Context: an optimization exercise on an open-source flow, tuned for small area. The choices shown serve that exercise and are no tape-out recipe.
The RTL was checked by simulation tests, not by an equivalence proof against the original design.
No driver is modelled on the clock port, so clocking that relies on it looks cheaper here than on a real chip.
Power figures rest on the tool's default switching activity, not on a simulated workload.

## v6
Design display, start of the top module:
module display(clk,rst_n,rst_n1,hex1,hex2,hex3,hex4,hex5,hex6,add_in,sub_in,model_in);
	input clk;
	input rst_n;
	input rst_n1;
	output reg [6:0] hex1,hex2,hex3,hex4,hex5,hex6;
	input  add_in,sub_in,model_in;
	reg [6:0] cnt1;
	reg [5:0] cnt2;
	wire t20 = (cnt1[5:0] == 6'b001110);                    
	wire t1s = t20 & cnt2[5] & cnt2[4] & cnt2[0];           
	wire tsw = ((cnt1 & 7'b1111100) == 7'b1001000) | ((cnt1 & 7'b1111011) == 7'b1011001);
	always @(posedge clk or negedge rst_n)
	if (!rst_n)
		cnt1 <= 7'b0011100;
	else
		cnt1 <= {cnt1[5:0], ~(cnt1[6] ^ cnt1[5]) ^ t20};
	wire [5:0] a2;
	assign a2[0] = t20;
	assign a2[1] = t20 & cnt2[0];
	assign a2[2] = a2[1] & cnt2[1];
	assign a2[3] = a2[2] & cnt2[2];
	assign a2[4] = a2[3] & cnt2[3];
	assign a2[5] = a2[4] & cnt2[4];
	wire [5:0] tc2 = {a2[5] | t1s, a2[4] | t1s, a2[3], a2[2], a2[1] & ~(cnt2[5] & cnt2[4]), a2[0]};
	always @(posedge clk or negedge rst_n)
	if (!rst_n)
		cnt2 <= 6'd0;
	else
		cnt2 <= cnt2 ^ tc2;
	reg [2:0] pin_status, pin_status_r;
	always @(posedge clk or negedge rst_n)
	if (!rst_n)
		pin_status <= 3'b111;
	else if (t20)
		pin_status <= {add_in,sub_in,model_in};
	always @(posedge clk)
		pin_status_r <= pin_status;
	wire [2:0] ev = pin_status_r & ~pin_status;
	wire ev_add = ev[2];
	wire ev_sub = ev[1] & ~ev[2];
	wire ev_mod = ev[0];
	reg [1:0] g;
	always @(posedge clk or negedge rst_n)
	if (!rst_n)
		g <= 2'd0;
	else if (ev_mod)
		g <= {g[0], ~g[1]};
	wire md1 = g[0] & ~g[1];
	wire md2 = g[0] & g[1];
	wire md3 = ~g[0] & g[1];
	reg sw_sel;
	always @(posedge clk)
		sw_sel <= md3;
	reg [3:0] s1; reg [2:0] s2; reg [3:0] n1; reg [2:0] n2; reg [3:0] h1; reg [1:0] h2;
	wire es1 = t1s & ~g[0];                       
	wire as1 = es1 & s1[0];
	wire cs1 = as1 & s1[3];
	wire as2 = cs1 & s2[0];
	wire cs2 = as2 & s2[2];
	always @(posedge clk or negedge rst_n)
	if (!rst_n) begin
		s1 <= 4'd0; s2 <= 3'd0;
	end else begin
  ...
==> flow/config.mk <==
export PLATFORM = sky130hd
export DESIGN_NAME = display
export DESIGN_NICKNAME = display
export VERILOG_FILES = /design/flow/design.v
export SDC_FILE = /design/flow/constraint.sdc
export NUM_CORES = 4
export LEC_CHECK = 0
export CAP_MARGIN = 0
export CORE_MARGIN = 2
export CORE_UTILIZATION = 70
export CTS_BUF_LIST = sky130_fd_sc_hd__clkbuf_4
export SLEW_MARGIN = 0
==> flow/constraint.sdc <==
create_clock -name core_clock -period 20.0 [get_ports {clk}]
set_input_delay 4.0000 -clock core_clock [delete_from_list [all_inputs] [get_ports {clk}]]
set_output_delay 4.0000 -clock core_clock [all_outputs]
set_load 0.01 [all_outputs]
standard.sh (not shown) runs the stock make flow with config.mk's settings and CLKGATE_MAP_FILE= SYNTH_SCRIPT=/design/flow/synth_recipe.tcl, a recipe that flattens the netlist after the stock synthesis.
==> flow/flow/run.sh <==
#!/bin/bash
# Layout flow:
#  2. the same synthesis again, without adder extraction and with an
#     area-oriented ABC script (three recipes, flow/area_*.abc), each for
#     several ABC random seeds; the smallest
#     netlist whose registers (names and cell types) are exactly those of the
#     standard synthesis replaces the standard one (if none, the standard
#     synthesis is kept)
#  3. the standard layout steps, with port buffers of the smallest buffer
#     (buf_1); every cell swapped to its smallest drive strength and the
#     reset pins driven by one buf_2 at their centre, just before placement
#     repair; and, instead of TritonCTS's H-tree, a clock tree of four
#     clkbuf_8, one per quarter of the flip-flops, each driven by the clock
#     port (TritonCTS is pointed at the reset port's net, which has a single
#     sink, so it adds nothing; it would otherwise build an H-tree in front of
#     the four buffers).
# Each tool's output goes to a log file in this folder (and ORFS's own logs).
set -euo pipefail
HERE=$(pwd)
FLOWDIR=$HERE/flow
RES=$HERE/orfs/results/$FLOW_PLATFORM/display/base

bash standard.sh synth > $HERE/synth_standard.log 2>&1
cp $RES/1_2_yosys.v $HERE/standard_netlist.v
python3 $FLOWDIR/regs.py $HERE/standard_netlist.v > $HERE/regs_standard.txt

CANDS=""
for R in r2 r1 r5; do for S in $(seq 0 11); do CANDS="$CANDS ${R}_$S"; done; done
run_seed() {
  local S=$1
  python3 $FLOWDIR/own_synth.py $HERE $FLOWDIR $FLOW_HOME ${S%%_*} ${S#*_}
  local CMD
  CMD=$(grep '^make -C' standard.sh | sed -e "s#SYNTH_SCRIPT=[^ ]*#SYNTH_SCRIPT=$HERE/own_synth_$S.tcl#" \
        -e "s#WORK_HOME=[^ ]*#WORK_HOME=$HERE/syn_$S#" -e 's#"${@:-finish}"#synth#')
  bash -c "set -euo pipefail; $CMD" > $HERE/synth_own_$S.log 2>&1 || true
}
for S in $CANDS; do
  run_seed $S &
  while [ $(jobs -rp | wc -l) -ge 4 ]; do sleep 1; done
done
wait

BEST=""; BESTA=""
for S in $CANDS; do
  R=$HERE/syn_$S/results/$FLOW_PLATFORM/display/base
  STAT=$HERE/syn_$S/reports/$FLOW_PLATFORM/display/base/synth_stat.txt
  [ -f $R/1_synth.odb ] && [ -f $STAT ] || continue
  python3 $FLOWDIR/regs.py $R/1_2_yosys.v > $HERE/regs_own_$S.txt
  cmp -s $HERE/regs_standard.txt $HERE/regs_own_$S.txt || continue
  A=$(grep "Chip area for module" $STAT | head -1 | awk '{print $NF}')
  echo "seed $S area $A" >> $HERE/synth_choice.log
  if [ -z "$BEST" ] || python3 -c "import sys; sys.exit(0 if float('$A') < float('$BESTA') else 1)"; then
    BEST=$S; BESTA=$A
  fi
done

if [ -n "$BEST" ]; then
  R=$HERE/syn_$BEST/results/$FLOW_PLATFORM/display/base
  for f in 1_2_yosys.v 1_2_yosys.sdc 1_synth.odb 1_synth.sdc; do
    cp $R/$f $RES/$f
    sleep 1
  done
  echo "own synthesis used: seed $BEST area $BESTA" >> $HERE/synth_choice.log
else
  echo "own synthesis refused, standard synthesis used" >> $HERE/synth_choice.log
fi
rm -rf $HERE/syn_*/objects $HERE/syn_*/results

export BUFFER_PORTS_ARGS="-buffer_cell sky130_fd_sc_hd__buf_1"
export CTS_ARGS="-clk_nets rst_n -buf_list sky130_fd_sc_hd__clkbuf_4 -dont_use_dummy_load"
export PRE_CTS_TCL=$FLOWDIR/clkbuf.tcl
export PRE_RESIZE_TCL=$FLOWDIR/pre_resize.tcl
bash standard.sh > $HERE/layout.log 2>&1
Other scripts of this flow, unchanged in this note and not shown: flow/flow/area_r1.abc, flow/flow/area_r2.abc, flow/flow/area_r5.abc, flow/flow/clkbuf.tcl, flow/flow/downsize.tcl, flow/flow/own_synth.py, flow/flow/pre_resize.tcl, flow/flow/regs.py, flow/flow/rstbuf.tcl, flow/flow/unbuf_rst.tcl
Modified inputs, v7 compared to v6
diff --git a/flow/design.v b/flow/design.v
--- a/flow/design.v
+++ b/flow/design.v
@@ -22,25 +22,25 @@
 	assign a2[4] = a2[3] & cnt2[3];
 	assign a2[5] = a2[4] & cnt2[4];
 	wire [5:0] tc2 = {a2[5] | t1s, a2[4] | t1s, a2[3], a2[2], a2[1] & ~(cnt2[5] & cnt2[4]), a2[0]};
 	always @(posedge clk or negedge rst_n)
 	if (!rst_n)
 		cnt2 <= 6'd0;
 	else
 		cnt2 <= cnt2 ^ tc2;
-	reg [2:0] pin_status, pin_status_r;
+	reg [2:0] pin_status_n, pin_status_rn;
 	always @(posedge clk or negedge rst_n)
 	if (!rst_n)
-		pin_status <= 3'b111;
+		pin_status_n <= 3'b000;
 	else if (t20)
-		pin_status <= {add_in,sub_in,model_in};
+		pin_status_n <= ~{add_in,sub_in,model_in};
 	always @(posedge clk)
-		pin_status_r <= pin_status;
-	wire [2:0] ev = pin_status_r & ~pin_status;
+		pin_status_rn <= pin_status_n;
+	wire [2:0] ev = ~pin_status_rn & pin_status_n;
 	wire ev_add = ev[2];
 	wire ev_sub = ev[1] & ~ev[2];
 	wire ev_mod = ev[0];
 	reg [1:0] g;
 	always @(posedge clk or negedge rst_n)
 	if (!rst_n)
 		g <= 2'd0;
 	else if (ev_mod)
Notes after the runs:
- v7 vs. v6: register share of total power now larger, count of inverters other than clock inverters in the layout moved up.
- Compared to v6, v7 has die footprint 0.59% higher.
- Looking at via count, v7 sits 33 higher than v6 does.
- Post-route worst hold slack: v6 vs v7, no meaningful difference
- Width of the chip essentially unchanged between v6 and v7.
- In the tables for v7 and v6, area growth from synthesis to final layout reads higher with v6.
- Looking at global routing usage on met2, v7 sits above v6.
- The clock skew of v7 falls short of that of v6 by 0.011 ns.
- Comparing v6 with v7, the sequential standard cell area came out essentially unchanged.
- Post-synthesis average cell area, v7 and v6: higher on v6
- Placed instance count, v7 and v6: higher on v7
- In the reports for v7 and v6, the larger combinational power belongs to v7.

## static timing again, ports no longer ideal
How much do the figures lean on ideal ports? The routed layouts below were timed once more, with nothing changed but the port constraints. Step 1 sets driving cells, clkbuf_16 on the clock port and buf_2 on the other inputs (assumed; they add their load-dependent delay and slew). Step 2 times the ports against the registers' clock, not the clock port: input delays grow and output delays shrink by t, the midpoint of the rising clock arrivals with the driver on. Three values: no drivers, after step 1, after step 2; two values: the first two.
run | t, ns | slack for setup (ns) | worst hold slack (ns) | latest minus earliest clock arrival (ns) | worst slew at a driven data input, ns
v6 | 0.208 | 12.735 / 12.679 / 12.887 | 0.369 / 0.369 / 0.369 | 0.016 / 0.016 | 0.03
v7 | 0.205 | 12.573 / 12.518 / 12.722 | 0.370 / 0.370 / 0.370 | 0.004 / 0.005 | 0.03
After both steps every run listed still meets setup and hold.
